This design comes from an exercise in tuning for small area on the open sky130 flow, not from production work.
No run shown here included a check of the RTL's function; only the layout flow was run.

==> flow/design.v <==
module CordicMachine #(parameter N = 4, parameter FIRST = 0) (
	input [N-1:0] a,
	input [N-1:0] b,
	input ci,
	output [N-1:0] s,
	output co
);
	wire [N:0] c;
	wire [N-1:0] ls;
	assign c[0] = FIRST ? ci : 1'b0;
	genvar j;
	generate for (j = 0; j < N; j = j + 1) begin : bit_
		assign ls[j] = a[j] ^ b[j] ^ c[j];
		assign c[j+1] = (a[j] & b[j]) | (c[j] & (a[j] ^ b[j]));
	end endgenerate
	generate if (FIRST) begin : rip
		assign s = ls;
		assign co = c[N];
	end else begin : inc
		wire [N:0] p;   
		assign p[0] = 1'b1;
		for (j = 0; j < N; j = j + 1) begin : pre
			assign p[j+1] = p[j] & ls[j];
			assign s[j] = ls[j] ^ (ci & p[j]);
		end
		assign co = c[N] | (ci & p[N]);
	end endgenerate
endmodule
module Cordic(
	input clk,
	input [12:0] x_0,
	input [12:0] y_0,
	input [12:0] z_0,
	output [12:0] x_N,
	output [12:0] y_N,
	output [12:0] z_N
);
	wire [12:0] xs0 = x_0, ys0 = y_0;
	wire [12:0] zs0 = z_0;
	wire d0 = zs0[12];   
	wire signed [12:0] xss0 = xs0, yss0 = ys0;
	wire [12:0] xsh0 = xss0 >>> 0, ysh0 = yss0 >>> 0;
	wire [12:0] bx0 = ysh0 ^ {13{~d0}}, by0 = xsh0 ^ {13{d0}};
	wire [12:0] xn0, yn0;
	wire cx0_3;
	CordicMachine #(.N(3), .FIRST(1)) ax0_0 (.a(xs0[2:0]), .b(bx0[2:0]), .ci(~d0), .s(xn0[2:0]), .co(cx0_3));
	wire cx0_6;
	CordicMachine #(.N(3), .FIRST(0)) ax0_1 (.a(xs0[5:3]), .b(bx0[5:3]), .ci(cx0_3), .s(xn0[5:3]), .co(cx0_6));
	wire cx0_9;
	CordicMachine #(.N(3), .FIRST(0)) ax0_2 (.a(xs0[8:6]), .b(bx0[8:6]), .ci(cx0_6), .s(xn0[8:6]), .co(cx0_9));
	wire cx0_13;
	CordicMachine #(.N(4), .FIRST(0)) ax0_3 (.a(xs0[12:9]), .b(bx0[12:9]), .ci(cx0_9), .s(xn0[12:9]), .co(cx0_13));
	wire cy0_3;
	CordicMachine #(.N(3), .FIRST(1)) ay0_0 (.a(ys0[2:0]), .b(by0[2:0]), .ci(d0), .s(yn0[2:0]), .co(cy0_3));
	wire cy0_6;
	CordicMachine #(.N(3), .FIRST(0)) ay0_1 (.a(ys0[5:3]), .b(by0[5:3]), .ci(cy0_3), .s(yn0[5:3]), .co(cy0_6));
	wire cy0_9;
	CordicMachine #(.N(3), .FIRST(0)) ay0_2 (.a(ys0[8:6]), .b(by0[8:6]), .ci(cy0_6), .s(yn0[8:6]), .co(cy0_9));
	wire cy0_13;
	CordicMachine #(.N(4), .FIRST(0)) ay0_3 (.a(ys0[12:9]), .b(by0[12:9]), .ci(cy0_9), .s(yn0[12:9]), .co(cy0_13));
	wire [12:0] zf0;
	wire [12:0] za0 = {~d0, d0, ~d0, d0, d0, ~d0, 1'b1, 1'b0, 1'b0, 1'b0, 1'b0, 1'b0, 1'b0};   
	assign zf0[5:0] = zs0[5:0];
	wire cz0_11;
	CordicMachine #(.N(5), .FIRST(1)) az0_0 (.a(zs0[10:6]), .b(za0[10:6]), .ci(1'b0), .s(zf0[10:6]), .co(cz0_11));
	wire cz0_13;
	CordicMachine #(.N(2), .FIRST(0)) az0_1 (.a(zs0[12:11]), .b(za0[12:11]), .ci(cz0_11), .s(zf0[12:11]), .co(cz0_13));
	reg [12:0] xr1; reg [12:1] yr1; reg [12:0] zr1;
	always @(posedge clk) begin xr1 <= xn0; yr1 <= yn0[12:1]; zr1 <= zf0[12:0]; end
	wire [12:0] xs1 = xr1, ys1 = {yr1, xr1[0]};   
	wire [12:0] zs1 = zr1;
	wire d1 = zs1[12];   
	wire signed [12:0] xss1 = xs1, yss1 = ys1;
	wire [12:0] xsh1 = xss1 >>> 1, ysh1 = yss1 >>> 1;
	wire [12:0] bx1 = ysh1 ^ {13{~d1}}, by1 = xsh1 ^ {13{d1}};
	wire [12:0] xn1, yn1;
	wire cx1_3;
	CordicMachine #(.N(3), .FIRST(1)) ax1_0 (.a(xs1[2:0]), .b(bx1[2:0]), .ci(~d1), .s(xn1[2:0]), .co(cx1_3));
	wire cx1_6;
	CordicMachine #(.N(3), .FIRST(0)) ax1_1 (.a(xs1[5:3]), .b(bx1[5:3]), .ci(cx1_3), .s(xn1[5:3]), .co(cx1_6));
	wire cx1_9;
	CordicMachine #(.N(3), .FIRST(0)) ax1_2 (.a(xs1[8:6]), .b(bx1[8:6]), .ci(cx1_6), .s(xn1[8:6]), .co(cx1_9));
	wire cx1_13;
	CordicMachine #(.N(4), .FIRST(0)) ax1_3 (.a(xs1[12:9]), .b(bx1[12:9]), .ci(cx1_9), .s(xn1[12:9]), .co(cx1_13));
	wire cy1_3;
	CordicMachine #(.N(3), .FIRST(1)) ay1_0 (.a(ys1[2:0]), .b(by1[2:0]), .ci(d1), .s(yn1[2:0]), .co(cy1_3));
	wire cy1_6;
	CordicMachine #(.N(3), .FIRST(0)) ay1_1 (.a(ys1[5:3]), .b(by1[5:3]), .ci(cy1_3), .s(yn1[5:3]), .co(cy1_6));
	wire cy1_9;
	CordicMachine #(.N(3), .FIRST(0)) ay1_2 (.a(ys1[8:6]), .b(by1[8:6]), .ci(cy1_6), .s(yn1[8:6]), .co(cy1_9));
	wire cy1_13;
	CordicMachine #(.N(4), .FIRST(0)) ay1_3 (.a(ys1[12:9]), .b(by1[12:9]), .ci(cy1_9), .s(yn1[12:9]), .co(cy1_13));
	wire [11:0] zf1;
	wire [11:0] za1 = {~d1, d1, d1, ~d1, d1, ~d1, d1, ~d1, ~d1, 1'b1, 1'b0, 1'b0};   
	assign zf1[1:0] = zs1[1:0];
	wire cz1_7;
	CordicMachine #(.N(5), .FIRST(1)) az1_0 (.a(zs1[6:2]), .b(za1[6:2]), .ci(1'b0), .s(zf1[6:2]), .co(cz1_7));
	wire cz1_12;
	CordicMachine #(.N(5), .FIRST(0)) az1_1 (.a(zs1[11:7]), .b(za1[11:7]), .ci(cz1_7), .s(zf1[11:7]), .co(cz1_12));
	reg [12:0] xr2, yr2; reg [11:0] zr2;
	always @(posedge clk) begin xr2 <= xn1; yr2 <= yn1; zr2 <= zf1[11:0]; end
	wire [12:0] xs2 = xr2, ys2 = yr2;
	wire [11:0] zs2 = zr2;
	wire d2 = zs2[11];   
	wire signed [12:0] xss2 = xs2, yss2 = ys2;
	wire [12:0] xsh2 = xss2 >>> 2, ysh2 = yss2 >>> 2;
	wire [12:0] bx2 = ysh2 ^ {13{~d2}}, by2 = xsh2 ^ {13{d2}};
	wire [12:0] xn2, yn2;
	wire cx2_3;
	CordicMachine #(.N(3), .FIRST(1)) ax2_0 (.a(xs2[2:0]), .b(bx2[2:0]), .ci(~d2), .s(xn2[2:0]), .co(cx2_3));
	wire cx2_6;
	CordicMachine #(.N(3), .FIRST(0)) ax2_1 (.a(xs2[5:3]), .b(bx2[5:3]), .ci(cx2_3), .s(xn2[5:3]), .co(cx2_6));
	wire cx2_9;
	CordicMachine #(.N(3), .FIRST(0)) ax2_2 (.a(xs2[8:6]), .b(bx2[8:6]), .ci(cx2_6), .s(xn2[8:6]), .co(cx2_9));
	wire cx2_13;
	CordicMachine #(.N(4), .FIRST(0)) ax2_3 (.a(xs2[12:9]), .b(bx2[12:9]), .ci(cx2_9), .s(xn2[12:9]), .co(cx2_13));
	wire cy2_3;
	CordicMachine #(.N(3), .FIRST(1)) ay2_0 (.a(ys2[2:0]), .b(by2[2:0]), .ci(d2), .s(yn2[2:0]), .co(cy2_3));
	wire cy2_6;
	CordicMachine #(.N(3), .FIRST(0)) ay2_1 (.a(ys2[5:3]), .b(by2[5:3]), .ci(cy2_3), .s(yn2[5:3]), .co(cy2_6));
	wire cy2_9;
	CordicMachine #(.N(3), .FIRST(0)) ay2_2 (.a(ys2[8:6]), .b(by2[8:6]), .ci(cy2_6), .s(yn2[8:6]), .co(cy2_9));
	wire cy2_13;
	CordicMachine #(.N(4), .FIRST(0)) ay2_3 (.a(ys2[12:9]), .b(by2[12:9]), .ci(cy2_9), .s(yn2[12:9]), .co(cy2_13));
	wire [10:0] zf2;
	wire [10:0] za2 = {~d2, d2, d2, d2, ~d2, ~d2, ~d2, ~d2, ~d2, 1'b1, 1'b0};   
	assign zf2[0:0] = zs2[0:0];
	wire cz2_6;
	CordicMachine #(.N(5), .FIRST(1)) az2_0 (.a(zs2[5:1]), .b(za2[5:1]), .ci(1'b0), .s(zf2[5:1]), .co(cz2_6));
	wire cz2_11;
	CordicMachine #(.N(5), .FIRST(0)) az2_1 (.a(zs2[10:6]), .b(za2[10:6]), .ci(cz2_6), .s(zf2[10:6]), .co(cz2_11));
	reg [12:0] xr3, yr3; reg [10:0] zr3;
	always @(posedge clk) begin xr3 <= xn2; yr3 <= yn2; zr3 <= zf2[10:0]; end
	wire [12:0] xs3 = xr3, ys3 = yr3;
	wire [10:0] zs3 = zr3;
	wire d3 = zs3[10];   
	wire signed [12:0] xss3 = xs3, yss3 = ys3;
	wire [12:0] xsh3 = xss3 >>> 3, ysh3 = yss3 >>> 3;
	wire [12:0] bx3 = ysh3 ^ {13{~d3}}, by3 = xsh3 ^ {13{d3}};
	wire [12:0] xn3, yn3;
	wire cx3_3;
	CordicMachine #(.N(3), .FIRST(1)) ax3_0 (.a(xs3[2:0]), .b(bx3[2:0]), .ci(~d3), .s(xn3[2:0]), .co(cx3_3));
	wire cx3_6;
	CordicMachine #(.N(3), .FIRST(0)) ax3_1 (.a(xs3[5:3]), .b(bx3[5:3]), .ci(cx3_3), .s(xn3[5:3]), .co(cx3_6));
	wire cx3_9;
	CordicMachine #(.N(3), .FIRST(0)) ax3_2 (.a(xs3[8:6]), .b(bx3[8:6]), .ci(cx3_6), .s(xn3[8:6]), .co(cx3_9));
	wire cx3_13;
	CordicMachine #(.N(4), .FIRST(0)) ax3_3 (.a(xs3[12:9]), .b(bx3[12:9]), .ci(cx3_9), .s(xn3[12:9]), .co(cx3_13));
	wire cy3_3;
	CordicMachine #(.N(3), .FIRST(1)) ay3_0 (.a(ys3[2:0]), .b(by3[2:0]), .ci(d3), .s(yn3[2:0]), .co(cy3_3));
	wire cy3_6;
	CordicMachine #(.N(3), .FIRST(0)) ay3_1 (.a(ys3[5:3]), .b(by3[5:3]), .ci(cy3_3), .s(yn3[5:3]), .co(cy3_6));
	wire cy3_9;
	CordicMachine #(.N(3), .FIRST(0)) ay3_2 (.a(ys3[8:6]), .b(by3[8:6]), .ci(cy3_6), .s(yn3[8:6]), .co(cy3_9));
	wire cy3_13;
	CordicMachine #(.N(4), .FIRST(0)) ay3_3 (.a(ys3[12:9]), .b(by3[12:9]), .ci(cy3_9), .s(yn3[12:9]), .co(cy3_13));
	wire [9:0] zf3;
	wire [9:0] za3 = {~d3, d3, d3, d3, ~d3, ~d3, 1'b1, 1'b0, 1'b0, 1'b0};   
	assign zf3[2:0] = zs3[2:0];
	wire cz3_8;
	CordicMachine #(.N(5), .FIRST(1)) az3_0 (.a(zs3[7:3]), .b(za3[7:3]), .ci(1'b0), .s(zf3[7:3]), .co(cz3_8));
	wire cz3_10;
	CordicMachine #(.N(2), .FIRST(0)) az3_1 (.a(zs3[9:8]), .b(za3[9:8]), .ci(cz3_8), .s(zf3[9:8]), .co(cz3_10));
	reg [12:0] xr4, yr4; reg [9:0] zr4;
	always @(posedge clk) begin xr4 <= xn3; yr4 <= yn3; zr4 <= zf3[9:0]; end
	wire [12:0] xs4 = xr4, ys4 = yr4;
	wire [9:0] zs4 = zr4;
	wire d4 = zs4[9];   
	wire signed [12:0] xss4 = xs4, yss4 = ys4;
	wire [12:0] xsh4 = xss4 >>> 4, ysh4 = yss4 >>> 4;
	wire [12:0] bx4 = ysh4 ^ {13{~d4}}, by4 = xsh4 ^ {13{d4}};
	wire [12:0] xn4, yn4;
	wire cx4_3;
	CordicMachine #(.N(3), .FIRST(1)) ax4_0 (.a(xs4[2:0]), .b(bx4[2:0]), .ci(~d4), .s(xn4[2:0]), .co(cx4_3));
	wire cx4_6;
	CordicMachine #(.N(3), .FIRST(0)) ax4_1 (.a(xs4[5:3]), .b(bx4[5:3]), .ci(cx4_3), .s(xn4[5:3]), .co(cx4_6));
	wire cx4_9;
	CordicMachine #(.N(3), .FIRST(0)) ax4_2 (.a(xs4[8:6]), .b(bx4[8:6]), .ci(cx4_6), .s(xn4[8:6]), .co(cx4_9));
	wire cx4_13;
	CordicMachine #(.N(4), .FIRST(0)) ax4_3 (.a(xs4[12:9]), .b(bx4[12:9]), .ci(cx4_9), .s(xn4[12:9]), .co(cx4_13));
	wire cy4_3;
	CordicMachine #(.N(3), .FIRST(1)) ay4_0 (.a(ys4[2:0]), .b(by4[2:0]), .ci(d4), .s(yn4[2:0]), .co(cy4_3));
	wire cy4_6;
	CordicMachine #(.N(3), .FIRST(0)) ay4_1 (.a(ys4[5:3]), .b(by4[5:3]), .ci(cy4_3), .s(yn4[5:3]), .co(cy4_6));
	wire cy4_9;
	CordicMachine #(.N(3), .FIRST(0)) ay4_2 (.a(ys4[8:6]), .b(by4[8:6]), .ci(cy4_6), .s(yn4[8:6]), .co(cy4_9));
	wire cy4_13;
	CordicMachine #(.N(4), .FIRST(0)) ay4_3 (.a(ys4[12:9]), .b(by4[12:9]), .ci(cy4_9), .s(yn4[12:9]), .co(cy4_13));
	wire [8:0] zf4;
	wire [8:0] za4 = {~d4, d4, d4, d4, ~d4, ~d4, 1'b1, 1'b0, 1'b0};   
	assign zf4[1:0] = zs4[1:0];
	wire cz4_7;
	CordicMachine #(.N(5), .FIRST(1)) az4_0 (.a(zs4[6:2]), .b(za4[6:2]), .ci(1'b0), .s(zf4[6:2]), .co(cz4_7));
	wire cz4_9;
	CordicMachine #(.N(2), .FIRST(0)) az4_1 (.a(zs4[8:7]), .b(za4[8:7]), .ci(cz4_7), .s(zf4[8:7]), .co(cz4_9));
	reg [12:0] xr5, yr5; reg [8:0] zr5;
	always @(posedge clk) begin xr5 <= xn4; yr5 <= yn4; zr5 <= zf4[8:0]; end
	wire [12:0] xs5 = xr5, ys5 = yr5;
	wire [8:0] zs5 = zr5;
	wire d5 = zs5[8];   
	wire signed [12:0] xss5 = xs5, yss5 = ys5;
	wire [12:0] xsh5 = xss5 >>> 5, ysh5 = yss5 >>> 5;
	wire [12:0] bx5 = ysh5 ^ {13{~d5}}, by5 = xsh5 ^ {13{d5}};
	wire [12:0] xn5, yn5;
	wire cx5_4;
	CordicMachine #(.N(4), .FIRST(1)) ax5_0 (.a(xs5[3:0]), .b(bx5[3:0]), .ci(~d5), .s(xn5[3:0]), .co(cx5_4));
	wire cx5_8;
	CordicMachine #(.N(4), .FIRST(0)) ax5_1 (.a(xs5[7:4]), .b(bx5[7:4]), .ci(cx5_4), .s(xn5[7:4]), .co(cx5_8));
	wire cx5_13;
	CordicMachine #(.N(5), .FIRST(0)) ax5_2 (.a(xs5[12:8]), .b(bx5[12:8]), .ci(cx5_8), .s(xn5[12:8]), .co(cx5_13));
	wire cy5_4;
	CordicMachine #(.N(4), .FIRST(1)) ay5_0 (.a(ys5[3:0]), .b(by5[3:0]), .ci(d5), .s(yn5[3:0]), .co(cy5_4));
	wire cy5_8;
	CordicMachine #(.N(4), .FIRST(0)) ay5_1 (.a(ys5[7:4]), .b(by5[7:4]), .ci(cy5_4), .s(yn5[7:4]), .co(cy5_8));
	wire cy5_13;
	CordicMachine #(.N(5), .FIRST(0)) ay5_2 (.a(ys5[12:8]), .b(by5[12:8]), .ci(cy5_8), .s(yn5[12:8]), .co(cy5_13));
	wire [7:0] zf5;
	wire [7:0] za5 = {~d5, d5, d5, d5, ~d5, ~d5, 1'b1, 1'b0};   
	assign zf5[0:0] = zs5[0:0];
	wire cz5_6;
	CordicMachine #(.N(5), .FIRST(1)) az5_0 (.a(zs5[5:1]), .b(za5[5:1]), .ci(1'b0), .s(zf5[5:1]), .co(cz5_6));
	wire cz5_8;
	CordicMachine #(.N(2), .FIRST(0)) az5_1 (.a(zs5[7:6]), .b(za5[7:6]), .ci(cz5_6), .s(zf5[7:6]), .co(cz5_8));
	reg [12:0] xr6, yr6; reg [7:0] zr6;
	always @(posedge clk) begin xr6 <= xn5; yr6 <= yn5; zr6 <= zf5[7:0]; end
	wire [12:0] xs6 = xr6, ys6 = yr6;
	wire [7:0] zs6 = zr6;
	wire d6 = zs6[7];   
	wire signed [12:0] xss6 = xs6, yss6 = ys6;
	wire [12:0] xsh6 = xss6 >>> 6, ysh6 = yss6 >>> 6;
	wire [12:0] bx6 = ysh6 ^ {13{~d6}}, by6 = xsh6 ^ {13{d6}};
	wire [12:0] xn6, yn6;
	wire cx6_4;
	CordicMachine #(.N(4), .FIRST(1)) ax6_0 (.a(xs6[3:0]), .b(bx6[3:0]), .ci(~d6), .s(xn6[3:0]), .co(cx6_4));
	wire cx6_8;
	CordicMachine #(.N(4), .FIRST(0)) ax6_1 (.a(xs6[7:4]), .b(bx6[7:4]), .ci(cx6_4), .s(xn6[7:4]), .co(cx6_8));
	wire cx6_13;
	CordicMachine #(.N(5), .FIRST(0)) ax6_2 (.a(xs6[12:8]), .b(bx6[12:8]), .ci(cx6_8), .s(xn6[12:8]), .co(cx6_13));
	wire cy6_4;
	CordicMachine #(.N(4), .FIRST(1)) ay6_0 (.a(ys6[3:0]), .b(by6[3:0]), .ci(d6), .s(yn6[3:0]), .co(cy6_4));
	wire cy6_8;
	CordicMachine #(.N(4), .FIRST(0)) ay6_1 (.a(ys6[7:4]), .b(by6[7:4]), .ci(cy6_4), .s(yn6[7:4]), .co(cy6_8));
	wire cy6_13;
	CordicMachine #(.N(5), .FIRST(0)) ay6_2 (.a(ys6[12:8]), .b(by6[12:8]), .ci(cy6_8), .s(yn6[12:8]), .co(cy6_13));
	wire [6:0] zf6;
	wire [6:0] za6 = {~d6, d6, d6, d6, ~d6, ~d6, 1'b1};   
	wire cz6_5;
	CordicMachine #(.N(5), .FIRST(1)) az6_0 (.a(zs6[4:0]), .b(za6[4:0]), .ci(1'b0), .s(zf6[4:0]), .co(cz6_5));
	wire cz6_7;
	CordicMachine #(.N(2), .FIRST(0)) az6_1 (.a(zs6[6:5]), .b(za6[6:5]), .ci(cz6_5), .s(zf6[6:5]), .co(cz6_7));
	reg [12:0] xr7, yr7; reg [6:0] zr7;
	always @(posedge clk) begin xr7 <= xn6; yr7 <= yn6; zr7 <= zf6[6:0]; end
	wire [12:0] xs7 = xr7, ys7 = yr7;
	wire [6:0] zs7 = zr7;
	wire d7 = zs7[6];   
	wire signed [12:0] xss7 = xs7, yss7 = ys7;
	wire [12:0] xsh7 = xss7 >>> 7, ysh7 = yss7 >>> 7;
	wire [12:0] bx7 = ysh7 ^ {13{~d7}}, by7 = xsh7 ^ {13{d7}};
	wire [12:0] xn7, yn7;
	wire cx7_4;
	CordicMachine #(.N(4), .FIRST(1)) ax7_0 (.a(xs7[3:0]), .b(bx7[3:0]), .ci(~d7), .s(xn7[3:0]), .co(cx7_4));
	wire cx7_8;
	CordicMachine #(.N(4), .FIRST(0)) ax7_1 (.a(xs7[7:4]), .b(bx7[7:4]), .ci(cx7_4), .s(xn7[7:4]), .co(cx7_8));
	wire cx7_13;
	CordicMachine #(.N(5), .FIRST(0)) ax7_2 (.a(xs7[12:8]), .b(bx7[12:8]), .ci(cx7_8), .s(xn7[12:8]), .co(cx7_13));
	wire cy7_4;
	CordicMachine #(.N(4), .FIRST(1)) ay7_0 (.a(ys7[3:0]), .b(by7[3:0]), .ci(d7), .s(yn7[3:0]), .co(cy7_4));
	wire cy7_8;
	CordicMachine #(.N(4), .FIRST(0)) ay7_1 (.a(ys7[7:4]), .b(by7[7:4]), .ci(cy7_4), .s(yn7[7:4]), .co(cy7_8));
	wire cy7_13;
	CordicMachine #(.N(5), .FIRST(0)) ay7_2 (.a(ys7[12:8]), .b(by7[12:8]), .ci(cy7_8), .s(yn7[12:8]), .co(cy7_13));
	wire [5:0] zf7;
	wire [5:0] za7 = {~d7, d7, d7, 1'b1, 1'b0, 1'b0};   
	assign zf7[1:0] = zs7[1:0];
	wire cz7_6;
	CordicMachine #(.N(4), .FIRST(1)) az7_0 (.a(zs7[5:2]), .b(za7[5:2]), .ci(1'b0), .s(zf7[5:2]), .co(cz7_6));
	reg [12:0] xr8, yr8; reg [5:0] zr8;
	always @(posedge clk) begin xr8 <= xn7; yr8 <= yn7; zr8 <= zf7[5:0]; end
	wire [12:0] xs8 = xr8, ys8 = yr8;
	wire [5:0] zs8 = zr8;
	wire d8 = zs8[5];   
	wire signed [12:0] xss8 = xs8, yss8 = ys8;
	wire [12:0] xsh8 = xss8 >>> 8, ysh8 = yss8 >>> 8;
	wire [12:0] bx8 = ysh8 ^ {13{~d8}}, by8 = xsh8 ^ {13{d8}};
	wire [12:0] xn8, yn8;
	wire cx8_4;
	CordicMachine #(.N(4), .FIRST(1)) ax8_0 (.a(xs8[3:0]), .b(bx8[3:0]), .ci(~d8), .s(xn8[3:0]), .co(cx8_4));
	wire cx8_8;
	CordicMachine #(.N(4), .FIRST(0)) ax8_1 (.a(xs8[7:4]), .b(bx8[7:4]), .ci(cx8_4), .s(xn8[7:4]), .co(cx8_8));
	wire cx8_13;
	CordicMachine #(.N(5), .FIRST(0)) ax8_2 (.a(xs8[12:8]), .b(bx8[12:8]), .ci(cx8_8), .s(xn8[12:8]), .co(cx8_13));
	wire cy8_4;
	CordicMachine #(.N(4), .FIRST(1)) ay8_0 (.a(ys8[3:0]), .b(by8[3:0]), .ci(d8), .s(yn8[3:0]), .co(cy8_4));
	wire cy8_8;
	CordicMachine #(.N(4), .FIRST(0)) ay8_1 (.a(ys8[7:4]), .b(by8[7:4]), .ci(cy8_4), .s(yn8[7:4]), .co(cy8_8));
	wire cy8_13;
	CordicMachine #(.N(5), .FIRST(0)) ay8_2 (.a(ys8[12:8]), .b(by8[12:8]), .ci(cy8_8), .s(yn8[12:8]), .co(cy8_13));
	wire [4:0] zf8;
	wire [4:0] za8 = {~d8, d8, d8, 1'b1, 1'b0};   
	assign zf8[0:0] = zs8[0:0];
	wire cz8_5;
	CordicMachine #(.N(4), .FIRST(1)) az8_0 (.a(zs8[4:1]), .b(za8[4:1]), .ci(1'b0), .s(zf8[4:1]), .co(cz8_5));
	reg [12:0] xr9, yr9; reg [4:0] zr9;
	always @(posedge clk) begin xr9 <= xn8; yr9 <= yn8; zr9 <= zf8[4:0]; end
	wire [12:0] xs9 = xr9, ys9 = yr9;
	wire [4:0] zs9 = zr9;
	wire d9 = zs9[4];   
	wire signed [12:0] xss9 = xs9, yss9 = ys9;
	wire [12:0] xsh9 = xss9 >>> 9, ysh9 = yss9 >>> 9;
	wire [12:0] bx9 = ysh9 ^ {13{~d9}}, by9 = xsh9 ^ {13{d9}};
	wire [12:0] xn9, yn9;
	wire cx9_4;
	CordicMachine #(.N(4), .FIRST(1)) ax9_0 (.a(xs9[3:0]), .b(bx9[3:0]), .ci(~d9), .s(xn9[3:0]), .co(cx9_4));
	wire cx9_8;
	CordicMachine #(.N(4), .FIRST(0)) ax9_1 (.a(xs9[7:4]), .b(bx9[7:4]), .ci(cx9_4), .s(xn9[7:4]), .co(cx9_8));
	wire cx9_13;
	CordicMachine #(.N(5), .FIRST(0)) ax9_2 (.a(xs9[12:8]), .b(bx9[12:8]), .ci(cx9_8), .s(xn9[12:8]), .co(cx9_13));
	wire cy9_4;
	CordicMachine #(.N(4), .FIRST(1)) ay9_0 (.a(ys9[3:0]), .b(by9[3:0]), .ci(d9), .s(yn9[3:0]), .co(cy9_4));
	wire cy9_8;
	CordicMachine #(.N(4), .FIRST(0)) ay9_1 (.a(ys9[7:4]), .b(by9[7:4]), .ci(cy9_4), .s(yn9[7:4]), .co(cy9_8));
	wire cy9_13;
	CordicMachine #(.N(5), .FIRST(0)) ay9_2 (.a(ys9[12:8]), .b(by9[12:8]), .ci(cy9_8), .s(yn9[12:8]), .co(cy9_13));
	wire [3:0] zf9;
	wire [3:0] za9 = {~d9, d9, d9, 1'b1};   
	wire cz9_4;
	CordicMachine #(.N(4), .FIRST(1)) az9_0 (.a(zs9[3:0]), .b(za9[3:0]), .ci(1'b0), .s(zf9[3:0]), .co(cz9_4));
	reg [12:0] xr10, yr10; reg [3:0] zr10;
	always @(posedge clk) begin xr10 <= xn9; yr10 <= yn9; zr10 <= zf9[3:0]; end
	wire [12:0] xs10 = xr10, ys10 = yr10;
	wire [3:0] zs10 = zr10;
	assign x_N = xs10;
	assign y_N = ys10;
	assign z_N = {{9{zs10[3]}}, zs10};
endmodule
==> flow/flow/run.sh <==
#!/bin/bash
# Standard layout, but the port buffers that placement inserts use the smallest buffer cell.
set -euo pipefail
export BUFFER_PORTS_ARGS="-buffer_cell sky130_fd_sc_hd__buf_1"
bash standard.sh > standard.log 2>&1
==> flow/standard.sh <==
#!/bin/bash
# synth_recipe.tcl (not shown) runs the flow's synth.tcl, then flattens the netlist and writes it again
# the make line also repeats each setting of config.mk as NAME=value (left out here)
make -C /OpenROAD-flow-scripts/flow DESIGN_CONFIG=/design/flow/config.mk WORK_HOME=/design/flow/orfs CLKGATE_MAP_FILE= SYNTH_SCRIPT=/design/flow/synth_recipe.tcl "${@:-finish}"
==> flow/config.mk <==
export PLATFORM = sky130hd
export DESIGN_NAME = Cordic
export DESIGN_NICKNAME = Cordic
export VERILOG_FILES = /design/flow/design.v
export SDC_FILE = /design/flow/constraint.sdc
export NUM_CORES = 4
export LEC_CHECK = 0
export CAP_MARGIN = 20
export CORE_MARGIN = 2
export CORE_UTILIZATION = 40
export CTS_BUF_LIST = sky130_fd_sc_hd__clkbuf_8
export CTS_CLUSTER_DIAMETER = 100
export CTS_CLUSTER_SIZE = 18
export GPL_TIMING_DRIVEN = 0
export SLEW_MARGIN = 20
==> flow/constraint.sdc <==
create_clock -name core_clock -period 3.2 [get_ports {clk}]
set_input_delay 0.6400 -clock core_clock [delete_from_list [all_inputs] [get_ports {clk}]]
set_output_delay 0.6400 -clock core_clock [all_outputs]
set_load 0.01 [all_outputs]
==> run summary, run 1 <==
outcome no timing/DRC/antenna violations; drt pass-1 iters 4; syn_area_per_cell 12.3 um2; worst path required time between 3000 and 4000 ps; # setup viols final 0; R2R Setup Slk 110 ps; CP Class reg -> reg; Die Ht 217 um; met1 WL ~12 mm; largest net degree at the start of global routing 20; f_max between 0.3 and 0.4 GHz; CTS tree done; Total GRT Usage 12.5%; total routed wirelength 27.2 mm; reg2reg end yr6[12]; clk slew on worst S/H paths 110 ps; period utilization 96.6%; core area 44400 um2; placed insts 2148; Vias/cell 4.39; Overflow after GRT 0; critical path launch point type register; worst-path maximum fanout 10; Setup WS post-layout 108 ps; H-tree levels 1; initial antenna violation count 1; Worst setup EP type register; syn_nets around 1800; Syn Inst Count 1478; Worst-Skew Late Latency 610 ps; register area share after synthesis 38.0%; Hold Crit Start z_0[0]; DP Worst Slack -598 ps; critical path data arrival time 3610 ps; WL met2 14.2 mm; TNS Setup 0 ps; Worst-Margin Slew approximately 720 ps; Hold Path Class in -> reg; Hold Path End zr1[0]; post-layout util 44.7%; Iter 0 DRT Violations 175; synthesized cell area between 15000 and 20000 um2; die width about 220 um; antenna viol nets, final 0; WL per Instance approximately 12 um; Cell Area, Placed 19200 um2; uppermost layer routed met4; Nets 1958; Synth Register Bits 344; Synth cell types 33; Primary FF master, synth dfxtp_1; layout cells sized above 1 ~7.6%; final hold violation count 0; RR Startpoint zr5[8]; CTS Sinks between 300 and 400; Top Ports 79; vias after detailed routing around 9600; Reg2Reg Depth 10; max-slew violation count 0; IO buf count 78; relative slew slack 51.7%; row cnt 77; Post-Layout Cell Count 2188; Final GP Congestion approximately 0.77; vias in the first global route 10600; met3 routed WL 812 um; Clock Path Buffers 3; die area around 47000 um2; EDFF count, synth 0; root buf cell clkbuf_8; post-route DRC violation count 0; maxcap violations 0; hold buffers post-CTS 0; Detail Placement HPWL 22.9 mm; CTS Buf Count 23; crit path time final around 3000 ps; Starting Density approximately 40%; hold depth 1; design area 19800 um2; Post-synth ARST share 0%; Layout Skew 53.5 ps; first-pass GRT wire length 48.2 mm; area delta synth->final 9.58%; yosys warns 1
-- layout make-up --
class / count / area [um2]
fill: 4149 / 24600
multi-input combinational: 880 / 10300
sequential: 344 / 6910
inverter: 223 / 848
tap: 592 / 741
timing repair buffer: 94 / 414
clock buffer: 23 / 317
buffer: 29 / 269
clock inverter: 2 / 27.5
antenna: 1 / 2.50
-- layer usage --
metal / global-route usage (%) / vias up
li1: - / 4790
met1: 14.9 / 4678
met2: 23.5 / 102
met3: 1.54 / 40
met4: 3.38 / 0
met5: 0 / -
-- worst max-delay path by stage --
stage | start | end | slack (ps) | cells after the start
after floorplan | zr2[11] | zr3[10] | 20 | 12
after global placement | zr5[8] | yr6[12] | -590 | 10
after detailed placement | z_0[12] | xr1[12] | -600 | 11
after CTS | zr5[8] | yr6[12] | -50 | 10
after global routing | zr7[6] | xr8[9] | -20 | 11
final | zr5[8] | yr6[12] | 110 | 10
-- synthesized netlist by cell type (2+ instances only) --
master      n  share of area (%)
nor2_1     12               0.25
fa_1      211                 23
and3_1     11               0.38
a41oi_1     9               0.44
mux2i_1    10               0.55
ha_1      112                7.7
o21ai_0    19               0.53
nand4b_1   10               0.48
nand4_1    19               0.66
buf_4      14               0.58
inv_1     223                4.6
xor2_4      3               0.46
nand3b_1    9               0.37
xnor2_1   191                9.2
dfxtp_1   344                 38
xor2_2      3               0.27
buf_2      14               0.39
xnor2_2     5               0.45
nand2_1    11               0.23
xnor2_4     2               0.30
buf_6       3               0.19
a21oi_1    10               0.28
xor2_1    165                8.0
a41o_1     10               0.55
nand3_1    50                1.4
-- critical path, cell delays in order (launching register included) --
cell	delay (ps)
dfxtp_4	360
buf_8	150
buf_8	160
xnor2_1	150
fa_1	460
fa_1	440
fa_1	440
nand4b_1	250
o21ai_2	200
nand3_1	140
xnor2_2	240
-- cells by family after synthesis --
| logic type | after synthesis | share of synthesized area (%) |
|---|---|---|
| xor gates and xnor gates | 369 | 18.7 |
| DFF | 344 | 38.0 |
| adders and majority gates | 323 | 31.1 |
| buffers and inverters | 254 | 5.78 |
| and+or+nand+nor | 127 | 3.95 |
| AOI/OAI and AO/OA | 51 | 1.93 |
| muxes | 10 | 0.553 |
-- cells in the final DEF, fill, tap and decap left out, types with 2 or more instances in the layout --
cell type     n
inv_1       220
clkbuf_8     23
buf_2         3
and3_1       11
a41oi_1       9
nand4_1      19
clkinvlp_4    3
o21ai_0       3
buf_8         2
mux2i_1      10
xnor2_1     189
ha_1        111
buf_1        77
o21ai_2      12
dfxtp_4       4
nand3_1      50
fa_1        207
xor2_2        5
buf_12        2
xor2_4        4
fa_2          4
dfxtp_2       5
buf_4        32
dfxtp_1     335
nand3b_1      9
xnor2_4       3
nor2_1       12
o21ai_1       3
nand2_1      11
xnor2_2       6
xor2_1      162
a41o_1       10
buf_6         5
a21oi_1      10
nand4b_1     10
-- stage by stage --
| stage | hold slack [ps] |
|---|---|
| 6_report | 124 |
| 3_3_place_gp | 313 |
| 2_1_floorplan | 310 |
| 3_5_place_dp | 312 |
| 5_1_grt | 85.6 |
| 4_1_cts | 68.5 |
-- repair_timing --
action                                  in CTS  in global routing
endpoints found under the setup margin      94                 85
setup buffers                                3                 13
endpoints found under the hold margin        0                  0
gates resized for setup                     43                 33
pin swaps                                    3                 11
==> run 2, diff against run 1 <==
--- a/flow/design.v
+++ b/flow/design.v
@@ -75,20 +75,16 @@
 	wire [12:0] bx1 = ysh1 ^ {13{~d1}}, by1 = xsh1 ^ {13{d1}};
 	wire [12:0] xn1, yn1;
-	wire cx1_3;
-	CordicMachine #(.N(3), .FIRST(1)) ax1_0 (.a(xs1[2:0]), .b(bx1[2:0]), .ci(~d1), .s(xn1[2:0]), .co(cx1_3));
-	wire cx1_6;
-	CordicMachine #(.N(3), .FIRST(0)) ax1_1 (.a(xs1[5:3]), .b(bx1[5:3]), .ci(cx1_3), .s(xn1[5:3]), .co(cx1_6));
-	wire cx1_9;
-	CordicMachine #(.N(3), .FIRST(0)) ax1_2 (.a(xs1[8:6]), .b(bx1[8:6]), .ci(cx1_6), .s(xn1[8:6]), .co(cx1_9));
+	wire cx1_4;
+	CordicMachine #(.N(4), .FIRST(1)) ax1_0 (.a(xs1[3:0]), .b(bx1[3:0]), .ci(~d1), .s(xn1[3:0]), .co(cx1_4));
+	wire cx1_8;
+	CordicMachine #(.N(4), .FIRST(0)) ax1_1 (.a(xs1[7:4]), .b(bx1[7:4]), .ci(cx1_4), .s(xn1[7:4]), .co(cx1_8));
 	wire cx1_13;
-	CordicMachine #(.N(4), .FIRST(0)) ax1_3 (.a(xs1[12:9]), .b(bx1[12:9]), .ci(cx1_9), .s(xn1[12:9]), .co(cx1_13));
-	wire cy1_3;
-	CordicMachine #(.N(3), .FIRST(1)) ay1_0 (.a(ys1[2:0]), .b(by1[2:0]), .ci(d1), .s(yn1[2:0]), .co(cy1_3));
-	wire cy1_6;
-	CordicMachine #(.N(3), .FIRST(0)) ay1_1 (.a(ys1[5:3]), .b(by1[5:3]), .ci(cy1_3), .s(yn1[5:3]), .co(cy1_6));
-	wire cy1_9;
-	CordicMachine #(.N(3), .FIRST(0)) ay1_2 (.a(ys1[8:6]), .b(by1[8:6]), .ci(cy1_6), .s(yn1[8:6]), .co(cy1_9));
+	CordicMachine #(.N(5), .FIRST(0)) ax1_2 (.a(xs1[12:8]), .b(bx1[12:8]), .ci(cx1_8), .s(xn1[12:8]), .co(cx1_13));
+	wire cy1_4;
+	CordicMachine #(.N(4), .FIRST(1)) ay1_0 (.a(ys1[3:0]), .b(by1[3:0]), .ci(d1), .s(yn1[3:0]), .co(cy1_4));
+	wire cy1_8;
+	CordicMachine #(.N(4), .FIRST(0)) ay1_1 (.a(ys1[7:4]), .b(by1[7:4]), .ci(cy1_4), .s(yn1[7:4]), .co(cy1_8));
 	wire cy1_13;
-	CordicMachine #(.N(4), .FIRST(0)) ay1_3 (.a(ys1[12:9]), .b(by1[12:9]), .ci(cy1_9), .s(yn1[12:9]), .co(cy1_13));
+	CordicMachine #(.N(5), .FIRST(0)) ay1_2 (.a(ys1[12:8]), .b(by1[12:8]), .ci(cy1_8), .s(yn1[12:8]), .co(cy1_13));
 	wire [11:0] zf1;
 	wire [11:0] za1 = {~d1, d1, d1, ~d1, d1, ~d1, d1, ~d1, ~d1, 1'b1, 1'b0, 1'b0};   
@@ -107,20 +103,16 @@
 	wire [12:0] bx2 = ysh2 ^ {13{~d2}}, by2 = xsh2 ^ {13{d2}};
 	wire [12:0] xn2, yn2;
-	wire cx2_3;
-	CordicMachine #(.N(3), .FIRST(1)) ax2_0 (.a(xs2[2:0]), .b(bx2[2:0]), .ci(~d2), .s(xn2[2:0]), .co(cx2_3));
-	wire cx2_6;
-	CordicMachine #(.N(3), .FIRST(0)) ax2_1 (.a(xs2[5:3]), .b(bx2[5:3]), .ci(cx2_3), .s(xn2[5:3]), .co(cx2_6));
-	wire cx2_9;
-	CordicMachine #(.N(3), .FIRST(0)) ax2_2 (.a(xs2[8:6]), .b(bx2[8:6]), .ci(cx2_6), .s(xn2[8:6]), .co(cx2_9));
+	wire cx2_4;
+	CordicMachine #(.N(4), .FIRST(1)) ax2_0 (.a(xs2[3:0]), .b(bx2[3:0]), .ci(~d2), .s(xn2[3:0]), .co(cx2_4));
+	wire cx2_8;
+	CordicMachine #(.N(4), .FIRST(0)) ax2_1 (.a(xs2[7:4]), .b(bx2[7:4]), .ci(cx2_4), .s(xn2[7:4]), .co(cx2_8));
 	wire cx2_13;
-	CordicMachine #(.N(4), .FIRST(0)) ax2_3 (.a(xs2[12:9]), .b(bx2[12:9]), .ci(cx2_9), .s(xn2[12:9]), .co(cx2_13));
-	wire cy2_3;
-	CordicMachine #(.N(3), .FIRST(1)) ay2_0 (.a(ys2[2:0]), .b(by2[2:0]), .ci(d2), .s(yn2[2:0]), .co(cy2_3));
-	wire cy2_6;
-	CordicMachine #(.N(3), .FIRST(0)) ay2_1 (.a(ys2[5:3]), .b(by2[5:3]), .ci(cy2_3), .s(yn2[5:3]), .co(cy2_6));
-	wire cy2_9;
-	CordicMachine #(.N(3), .FIRST(0)) ay2_2 (.a(ys2[8:6]), .b(by2[8:6]), .ci(cy2_6), .s(yn2[8:6]), .co(cy2_9));
+	CordicMachine #(.N(5), .FIRST(0)) ax2_2 (.a(xs2[12:8]), .b(bx2[12:8]), .ci(cx2_8), .s(xn2[12:8]), .co(cx2_13));
+	wire cy2_4;
+	CordicMachine #(.N(4), .FIRST(1)) ay2_0 (.a(ys2[3:0]), .b(by2[3:0]), .ci(d2), .s(yn2[3:0]), .co(cy2_4));
+	wire cy2_8;
+	CordicMachine #(.N(4), .FIRST(0)) ay2_1 (.a(ys2[7:4]), .b(by2[7:4]), .ci(cy2_4), .s(yn2[7:4]), .co(cy2_8));
 	wire cy2_13;
-	CordicMachine #(.N(4), .FIRST(0)) ay2_3 (.a(ys2[12:9]), .b(by2[12:9]), .ci(cy2_9), .s(yn2[12:9]), .co(cy2_13));
+	CordicMachine #(.N(5), .FIRST(0)) ay2_2 (.a(ys2[12:8]), .b(by2[12:8]), .ci(cy2_8), .s(yn2[12:8]), .co(cy2_13));
 	wire [10:0] zf2;
 	wire [10:0] za2 = {~d2, d2, d2, d2, ~d2, ~d2, ~d2, ~d2, ~d2, 1'b1, 1'b0};   
@@ -139,20 +131,16 @@
 	wire [12:0] bx3 = ysh3 ^ {13{~d3}}, by3 = xsh3 ^ {13{d3}};
 	wire [12:0] xn3, yn3;
-	wire cx3_3;
-	CordicMachine #(.N(3), .FIRST(1)) ax3_0 (.a(xs3[2:0]), .b(bx3[2:0]), .ci(~d3), .s(xn3[2:0]), .co(cx3_3));
-	wire cx3_6;
-	CordicMachine #(.N(3), .FIRST(0)) ax3_1 (.a(xs3[5:3]), .b(bx3[5:3]), .ci(cx3_3), .s(xn3[5:3]), .co(cx3_6));
-	wire cx3_9;
-	CordicMachine #(.N(3), .FIRST(0)) ax3_2 (.a(xs3[8:6]), .b(bx3[8:6]), .ci(cx3_6), .s(xn3[8:6]), .co(cx3_9));
+	wire cx3_4;
+	CordicMachine #(.N(4), .FIRST(1)) ax3_0 (.a(xs3[3:0]), .b(bx3[3:0]), .ci(~d3), .s(xn3[3:0]), .co(cx3_4));
+	wire cx3_8;
+	CordicMachine #(.N(4), .FIRST(0)) ax3_1 (.a(xs3[7:4]), .b(bx3[7:4]), .ci(cx3_4), .s(xn3[7:4]), .co(cx3_8));
 	wire cx3_13;
-	CordicMachine #(.N(4), .FIRST(0)) ax3_3 (.a(xs3[12:9]), .b(bx3[12:9]), .ci(cx3_9), .s(xn3[12:9]), .co(cx3_13));
-	wire cy3_3;
-	CordicMachine #(.N(3), .FIRST(1)) ay3_0 (.a(ys3[2:0]), .b(by3[2:0]), .ci(d3), .s(yn3[2:0]), .co(cy3_3));
-	wire cy3_6;
-	CordicMachine #(.N(3), .FIRST(0)) ay3_1 (.a(ys3[5:3]), .b(by3[5:3]), .ci(cy3_3), .s(yn3[5:3]), .co(cy3_6));
-	wire cy3_9;
-	CordicMachine #(.N(3), .FIRST(0)) ay3_2 (.a(ys3[8:6]), .b(by3[8:6]), .ci(cy3_6), .s(yn3[8:6]), .co(cy3_9));
+	CordicMachine #(.N(5), .FIRST(0)) ax3_2 (.a(xs3[12:8]), .b(bx3[12:8]), .ci(cx3_8), .s(xn3[12:8]), .co(cx3_13));
+	wire cy3_4;
+	CordicMachine #(.N(4), .FIRST(1)) ay3_0 (.a(ys3[3:0]), .b(by3[3:0]), .ci(d3), .s(yn3[3:0]), .co(cy3_4));
+	wire cy3_8;
+	CordicMachine #(.N(4), .FIRST(0)) ay3_1 (.a(ys3[7:4]), .b(by3[7:4]), .ci(cy3_4), .s(yn3[7:4]), .co(cy3_8));
 	wire cy3_13;
-	CordicMachine #(.N(4), .FIRST(0)) ay3_3 (.a(ys3[12:9]), .b(by3[12:9]), .ci(cy3_9), .s(yn3[12:9]), .co(cy3_13));
+	CordicMachine #(.N(5), .FIRST(0)) ay3_2 (.a(ys3[12:8]), .b(by3[12:8]), .ci(cy3_8), .s(yn3[12:8]), .co(cy3_13));
 	wire [9:0] zf3;
 	wire [9:0] za3 = {~d3, d3, d3, d3, ~d3, ~d3, 1'b1, 1'b0, 1'b0, 1'b0};   
@@ -171,20 +159,16 @@
 	wire [12:0] bx4 = ysh4 ^ {13{~d4}}, by4 = xsh4 ^ {13{d4}};
 	wire [12:0] xn4, yn4;
-	wire cx4_3;
-	CordicMachine #(.N(3), .FIRST(1)) ax4_0 (.a(xs4[2:0]), .b(bx4[2:0]), .ci(~d4), .s(xn4[2:0]), .co(cx4_3));
-	wire cx4_6;
-	CordicMachine #(.N(3), .FIRST(0)) ax4_1 (.a(xs4[5:3]), .b(bx4[5:3]), .ci(cx4_3), .s(xn4[5:3]), .co(cx4_6));
-	wire cx4_9;
-	CordicMachine #(.N(3), .FIRST(0)) ax4_2 (.a(xs4[8:6]), .b(bx4[8:6]), .ci(cx4_6), .s(xn4[8:6]), .co(cx4_9));
+	wire cx4_4;
+	CordicMachine #(.N(4), .FIRST(1)) ax4_0 (.a(xs4[3:0]), .b(bx4[3:0]), .ci(~d4), .s(xn4[3:0]), .co(cx4_4));
+	wire cx4_8;
+	CordicMachine #(.N(4), .FIRST(0)) ax4_1 (.a(xs4[7:4]), .b(bx4[7:4]), .ci(cx4_4), .s(xn4[7:4]), .co(cx4_8));
 	wire cx4_13;
-	CordicMachine #(.N(4), .FIRST(0)) ax4_3 (.a(xs4[12:9]), .b(bx4[12:9]), .ci(cx4_9), .s(xn4[12:9]), .co(cx4_13));
-	wire cy4_3;
-	CordicMachine #(.N(3), .FIRST(1)) ay4_0 (.a(ys4[2:0]), .b(by4[2:0]), .ci(d4), .s(yn4[2:0]), .co(cy4_3));
-	wire cy4_6;
-	CordicMachine #(.N(3), .FIRST(0)) ay4_1 (.a(ys4[5:3]), .b(by4[5:3]), .ci(cy4_3), .s(yn4[5:3]), .co(cy4_6));
-	wire cy4_9;
-	CordicMachine #(.N(3), .FIRST(0)) ay4_2 (.a(ys4[8:6]), .b(by4[8:6]), .ci(cy4_6), .s(yn4[8:6]), .co(cy4_9));
+	CordicMachine #(.N(5), .FIRST(0)) ax4_2 (.a(xs4[12:8]), .b(bx4[12:8]), .ci(cx4_8), .s(xn4[12:8]), .co(cx4_13));
+	wire cy4_4;
+	CordicMachine #(.N(4), .FIRST(1)) ay4_0 (.a(ys4[3:0]), .b(by4[3:0]), .ci(d4), .s(yn4[3:0]), .co(cy4_4));
+	wire cy4_8;
+	CordicMachine #(.N(4), .FIRST(0)) ay4_1 (.a(ys4[7:4]), .b(by4[7:4]), .ci(cy4_4), .s(yn4[7:4]), .co(cy4_8));
 	wire cy4_13;
-	CordicMachine #(.N(4), .FIRST(0)) ay4_3 (.a(ys4[12:9]), .b(by4[12:9]), .ci(cy4_9), .s(yn4[12:9]), .co(cy4_13));
+	CordicMachine #(.N(5), .FIRST(0)) ay4_2 (.a(ys4[12:8]), .b(by4[12:8]), .ci(cy4_8), .s(yn4[12:8]), .co(cy4_13));
 	wire [8:0] zf4;
 	wire [8:0] za4 = {~d4, d4, d4, d4, ~d4, ~d4, 1'b1, 1'b0, 1'b0};   
==> run summary, run 2 <==
most frequent cell after synthesis dfxtp_1; Clock Path Buffers 3; CP peak stage delay 430 ps; DP Worst Slack -775 ps; Starting Density 40.5%; outcome no timing/DRC/antenna violations; clk slew on worst S/H paths 100 ps; CTS tree done; Final GP Congestion between 0.7 and 0.8; final hold violation count 0; Overflow after GRT 0; Total GRT Usage 11.6%; CP bufs+invs 2; syn_nets 1850; period utilization 95.7%; Setup WS post-layout 139 ps; top cells by count, synth dfxtp_1, inv_1, fa_1; Nets 1964; area delta synth->final 10.1%; worst path required time 3670 ps; total routed wirelength roughly 25 mm; CP Class reg -> reg; most frequent cells in the layout dfxtp_1, inv_1, fa_1, xnor2_1, xor2_1; hold buffers post-CTS 0; CP top delay family adder cells; drt pass-1 iters 4; post-layout util roughly 45%; area leader, netlist dfxtp_1; vias in the first global route 10100; max-slew violation count 0; first-pass GRT wire length 44.2 mm; worst-path cell chain buf_6, buf_4, nor2_1, a21oi_1, fa_1, fa_1, fa_2, nand4b_1, o21ai_2, ha_2; Primary FF master, synth dfxtp_1; row cnt 77; Hold Path Class in -> reg; yosys warns 1; worst-path maximum fanout 10; f_max 0.327 GHz; EDFF count, synth 0; post-route DRC violation count 0; CTS Sinks 344; die width roughly 220 um; antenna viol nets, final 0; Syn Inst Count 1495; Detail Placement HPWL 21.2 mm; Worst setup EP type register; core area 44200 um2; Post-synth ARST share 0%; synth top area cells dfxtp_1, fa_1, xnor2_1, xor2_1, ha_1; Most common cell on crit path fa_1; Layout Skew 29.4 ps; vias after detailed routing 9278; syn_area_per_cell about 12 um2; design area 19700 um2; most common cell after layout, fill and taps aside dfxtp_1; register area share after synthesis 38.4%; worst hold slack 158 ps; Top Ports 79; placed insts around 2200; Die Ht 216 um; root buf cell clkbuf_8; die area 46500 um2; IO buf count 78; layout cells sized above 1 slightly above 7%; area share of the largest cell type after synthesis 38.4%; relative slew slack approximately 47%; synthesized cell area 17900 um2; Critical-path top delay cell fa_1; CTS Buf Count 23; crit path time final between 3000 and 4000 ps; WL per Instance 11.4 um; Synth Register Bits between 300 and 400; Synth cell types 31; met1 Use GR 10.5%; initial antenna violation count 1; critical path launch point type register; Cell Area, Placed 19000 um2; maxcap violations 0; critical path data arrival time 3530 ps; H-tree levels 1; Top Usage Layer GRT met2; TNS Setup 0 ps; M3 GR Usage 1.76%; Worst-Margin Slew around 790 ps; largest net degree at the start of global routing 20; Vias/cell 4.21; Post-Layout Cell Count 2204; Iter 0 DRT Violations 192; # setup viols final 0; met2 Usage GRT approximately a quarter; Worst-Skew Late Latency roughly 590 ps
==> run 2: changes by cell type in the layout (fill, tap and decap cells not counted), moves of 6 or more <==
cell	previous run	this run
and3_1	11	21
ha_1	111	91
fa_1	207	213
nand2_1	11	21
a41oi_1	9	1
nand4_1	19	2
inv_1	220	254
nand3b_1	9	1
xor2_1	162	169
a41o_1	10	2
nand4b_1	10	18
buf_4	32	26
==> run 2: cell type report <==
| class | count | area (um2) |
|---|---|---|
| buffer | 27 | 290 |
| clock buffer | 24 | 330 |
| clock inverter | 3 | 28.8 |
| tap | 592 | 741 |
| sequential | 344 | 6920 |
| fill | 4102 | 24500 |
| antenna | 1 | 2.50 |
| timing repair buffer | 92 | 399 |
| multi-input combinational | 865 | 10100 |
| inverter | 256 | 963 |
==> run 2: path summary, 6_finish.rpt <==
| kind | slack (ps) | depth (start not counted) | startpoint | end |
|---|---|---|---|---|
| max | 140 | 10 | zr1[12] | xr2[8] |
| min | 160 | 1 | z_0[3] | zr1[3] |
| max reg2reg | 140 | 10 | zr1[12] | xr2[8] |
| min reg2reg | 310 | 0 | zr4[0] | zr5[0] |
==> run 2: worst register-to-register path, stage by stage (launching register included) <==
cell and delay (ps):
dfxtp_4 370, buf_6 140, buf_4 190, nor2_1 120, a21oi_1 60, fa_1 420
fa_1 430, fa_2 390, nand4b_1 220, o21ai_2 280, ha_2 330
==> run 2: routing by layer <==
metal | share of wire [%] | vias to the layer above
met1 | 34 | 4379
met2 | 60 | 106
met3 | 2.7 | 50
met5 | 0 | -
li1 | - | 4743
met4 | 3.1 | 0
==> run 2: cells by family after synthesis <==
logic type / share of synthesized area, %
xor gates and xnor gates: 18.1
DFF: 38.4
adders and majority gates: 31.2
buffers and inverters: 6.40
and+or+nand+nor: 4.17
AOI/OAI and AO/OA: 1.14
muxes: 0.559
==> run 2: repair_timing <==
item,4_1_cts,5_1_grt
resized for setup,58,40
setup endpoints to repair,97,84
pin swaps,6,15
setup buffers,5,8
gates cloned,0,0
==> run 3, diff against run 2 <==
--- a/flow/design.v
+++ b/flow/design.v
@@ -43,20 +43,16 @@
 	wire [12:0] bx0 = ysh0 ^ {13{~d0}}, by0 = xsh0 ^ {13{d0}};
 	wire [12:0] xn0, yn0;
-	wire cx0_3;
-	CordicMachine #(.N(3), .FIRST(1)) ax0_0 (.a(xs0[2:0]), .b(bx0[2:0]), .ci(~d0), .s(xn0[2:0]), .co(cx0_3));
-	wire cx0_6;
-	CordicMachine #(.N(3), .FIRST(0)) ax0_1 (.a(xs0[5:3]), .b(bx0[5:3]), .ci(cx0_3), .s(xn0[5:3]), .co(cx0_6));
-	wire cx0_9;
-	CordicMachine #(.N(3), .FIRST(0)) ax0_2 (.a(xs0[8:6]), .b(bx0[8:6]), .ci(cx0_6), .s(xn0[8:6]), .co(cx0_9));
+	wire cx0_4;
+	CordicMachine #(.N(4), .FIRST(1)) ax0_0 (.a(xs0[3:0]), .b(bx0[3:0]), .ci(~d0), .s(xn0[3:0]), .co(cx0_4));
+	wire cx0_8;
+	CordicMachine #(.N(4), .FIRST(0)) ax0_1 (.a(xs0[7:4]), .b(bx0[7:4]), .ci(cx0_4), .s(xn0[7:4]), .co(cx0_8));
 	wire cx0_13;
-	CordicMachine #(.N(4), .FIRST(0)) ax0_3 (.a(xs0[12:9]), .b(bx0[12:9]), .ci(cx0_9), .s(xn0[12:9]), .co(cx0_13));
-	wire cy0_3;
-	CordicMachine #(.N(3), .FIRST(1)) ay0_0 (.a(ys0[2:0]), .b(by0[2:0]), .ci(d0), .s(yn0[2:0]), .co(cy0_3));
-	wire cy0_6;
-	CordicMachine #(.N(3), .FIRST(0)) ay0_1 (.a(ys0[5:3]), .b(by0[5:3]), .ci(cy0_3), .s(yn0[5:3]), .co(cy0_6));
-	wire cy0_9;
-	CordicMachine #(.N(3), .FIRST(0)) ay0_2 (.a(ys0[8:6]), .b(by0[8:6]), .ci(cy0_6), .s(yn0[8:6]), .co(cy0_9));
+	CordicMachine #(.N(5), .FIRST(0)) ax0_2 (.a(xs0[12:8]), .b(bx0[12:8]), .ci(cx0_8), .s(xn0[12:8]), .co(cx0_13));
+	wire cy0_4;
+	CordicMachine #(.N(4), .FIRST(1)) ay0_0 (.a(ys0[3:0]), .b(by0[3:0]), .ci(d0), .s(yn0[3:0]), .co(cy0_4));
+	wire cy0_8;
+	CordicMachine #(.N(4), .FIRST(0)) ay0_1 (.a(ys0[7:4]), .b(by0[7:4]), .ci(cy0_4), .s(yn0[7:4]), .co(cy0_8));
 	wire cy0_13;
-	CordicMachine #(.N(4), .FIRST(0)) ay0_3 (.a(ys0[12:9]), .b(by0[12:9]), .ci(cy0_9), .s(yn0[12:9]), .co(cy0_13));
+	CordicMachine #(.N(5), .FIRST(0)) ay0_2 (.a(ys0[12:8]), .b(by0[12:8]), .ci(cy0_8), .s(yn0[12:8]), .co(cy0_13));
 	wire [12:0] zf0;
 	wire [12:0] za0 = {~d0, d0, ~d0, d0, d0, ~d0, 1'b1, 1'b0, 1'b0, 1'b0, 1'b0, 1'b0, 1'b0};   
==> run summary, run 3 <==
outcome no timing/DRC/antenna violations; worst hold slack 128 ps; met2 Usage GRT 25.2%; most frequent cells in the layout dfxtp_1, inv_1, fa_1, xnor2_1, xor2_1; Reg2Reg Depth 11; area delta synth->final 10.5%; antenna viol nets, final 0; H-tree levels 1; critical path launch point type register; Iter 0 DRT Violations 202; Worst setup EP type register; crit path time final 3060 ps; yosys warns 1; syn_nets 1851; WL per Instance 11.4 um; CTS Sinks 344; Die Ht 215 um; top cells by count, synth dfxtp_1, inv_1, fa_1; syn_area_per_cell 11.9 um2; row cnt 77; RSZ-0062 raised after global routing true; final hold violation count 0; EDFF count, synth 0; initial antenna violation count 0; Final GP Congestion 0.771; Starting Density 40.5%; Cell Area, Placed 19000 um2; M3 GR Usage around 1.7%; drt pass-1 iters 4; hold buffers post-CTS 0; CP Class reg -> reg; Layout Skew 40.9 ps; die width 215 um; first-pass GRT wire length 44.3 mm; area share of the largest cell type after synthesis 38.5%; max-slew violation count 0; register area share after synthesis 38.5%; design area slightly below 20000 um2; reg2reg end xr5[9]; post-layout util 44.7%; post-route DRC violation count 0; vias after detailed routing approximately 9300; Syn Inst Count around 1500; Detail Placement HPWL around 21 mm; synth top area cells dfxtp_1, fa_1, xnor2_1, xor2_1, ha_1; Nets about 2000; Post-Layout Cell Count 2206; worst-path maximum fanout 10; area leader, netlist dfxtp_1; Synth Register Bits 344; root buf cell clkbuf_8; R2R Setup Slk 140 ps; critical path data arrival time 3600 ps; total routed wirelength 25.2 mm; most frequent cell after synthesis dfxtp_1; Overflow after GRT 0; Hold Path End zr1[4]; Top Usage Layer GRT met2; Synth cell types 22; layout cells sized above 1 7.25%; CTS tree done; core area 44200 um2; vias in the first global route a little over 10000; placed insts approximately 2200; Top Ports 79; Primary FF master, synth dfxtp_1; Clock Path Buffers 3; ANT cells 0; Post-synth ARST share 0%; IO buf count 78; # setup viols final 0; DP Worst Slack -826 ps; CTS Buf Count 23; Worst-Margin Slew 786 ps; maxcap violations 0; hold depth 1; most common cell after layout, fill and taps aside dfxtp_1; RR Startpoint zr4[9]; Hold Path Class in -> reg; clk slew on worst S/H paths 110 ps; Vias/cell 4.23; met1 Use GR between 10 and 15%; Total GRT Usage a little under an eighth; period utilization 95.7%; worst path required time 3730 ps; die area 46400 um2; relative slew slack 47.4%; synthesized cell area 17900 um2; f_max 0.326 GHz; largest net degree at the start of global routing 19; Worst-Skew Late Latency 600 ps; Setup WS post-layout 136 ps; Hold Crit Start z_0[4]
==> run 3: changes by cell type after synthesis, moves of 2 or more <==
cell / previous run / this run
inv_1: 256 / 263
fa_1: 219 / 221
nand3_1: 55 / 58
a41o_1: 2 / 0
nand4_1: 2 / 0
ha_1: 96 / 92
xor2_1: 172 / 169
nand4b_1: 18 / 20
xnor2_1: 190 / 196
==> run 3: repair_timing <==
action                                  CTS  global route
pin swaps                                 8            18
endpoints found under the setup margin  100            79
gates resized for setup                  72            36
setup buffers                             3            12
==> run 3: cells by family after synthesis <==
logic type	synth area share (%)
AOI/OAI and AO/OA	0.930
xor gates and xnor gates	18.1
adders and majority gates	31.2
buffers and inverters	6.52
DFF	38.5
muxes	0.560
and+or+nand+nor	4.19
==> run 3: worst max path at each step <==
stage | startpoint | endpoint | cells past startpoint
floorplan | zr4[9] | xr5[9] | 11
global placement | z_0[12] | yr1[9] | 11
detailed placement | z_0[12] | yr1[9] | 11
CTS | zr4[9] | yr5[9] | 10
global route | zr1[12] | yr2[9] | 9
finish | zr4[9] | xr5[9] | 11
==> run 3: metrics by stage <==
| step | TNS [ps] |
|---|---|
| final | 0 |
| after global routing | -14.2 |
| after CTS | 0 |
| after detailed placement | -40090 |
| after global placement | -34900 |
| after floorplan | 0 |
==> run 3: critical path, stage by stage, from the launching register on <==
cell	delay, ps
dfxtp_4	370
buf_8	150
buf_8	150
nor2_1	120
a21oi_1	70
fa_1	440
fa_1	430
fa_1	440
nand4b_1	250
o21ai_2	240
ha_1	190
xor2_1	130
==> run 3: layer usage <==
metal	part of all wire [%]	routed length [um]	up-vias
met5	0	0	-
met4	2.9	740	0
met3	3.2	809	46
met2	60	15100	109
met1	34	8610	4462
li1	-	-	4719
==> run 3: layout make-up <==
| type | instances | area [um2] |
|---|---|---|
| Timing Repair Buffer | 93 | 407 |
| Fill cell | 4143 | 24500 |
| Inverter | 263 | 992 |
| Sequential cell | 344 | 6920 |
| Clock inverter | 2 | 23.8 |
| Clock buffer | 23 | 317 |
| Tap cell | 592 | 741 |
| Buffer | 28 | 322 |
| Multi-Input combinational cell | 861 | 10000 |

==> re-timing with driven ports <==
The flow's constraints put no driver on any port. The routed layouts listed below were extracted and timed again, unchanged, in two steps. Step 1 sets driving cells, clkbuf_16 on the clock port and buf_2 on the other inputs (assumed; they add their load-dependent delay and slew). Step 2, shift: input delay + t, output delay - t, t = (earliest + latest rising clock arrival at the registers) / 2. This alone moves slack from input paths to output paths. Slacks: ideal / step 1 / step 2; pairs: ideal / step 1.
run	t (ns)	setup slack, ns	clock arrival spread, ns	cell pins on the clock port's net
run 1	0.639	0.108 / 0.108 / -0.366	0.054 / 0.053	1
run 2	0.627	0.139 / 0.139 / -0.359	0.032 / 0.033	1
run 3	0.625	0.136 / 0.136 / -0.440	0.041 / 0.041	1
With both steps, setup timing fails in every run listed, where it was met with ideal ports. The setup slack of run 3, which loses most, moves by 0.000 ns with the drivers and by -0.576 ns with both steps.
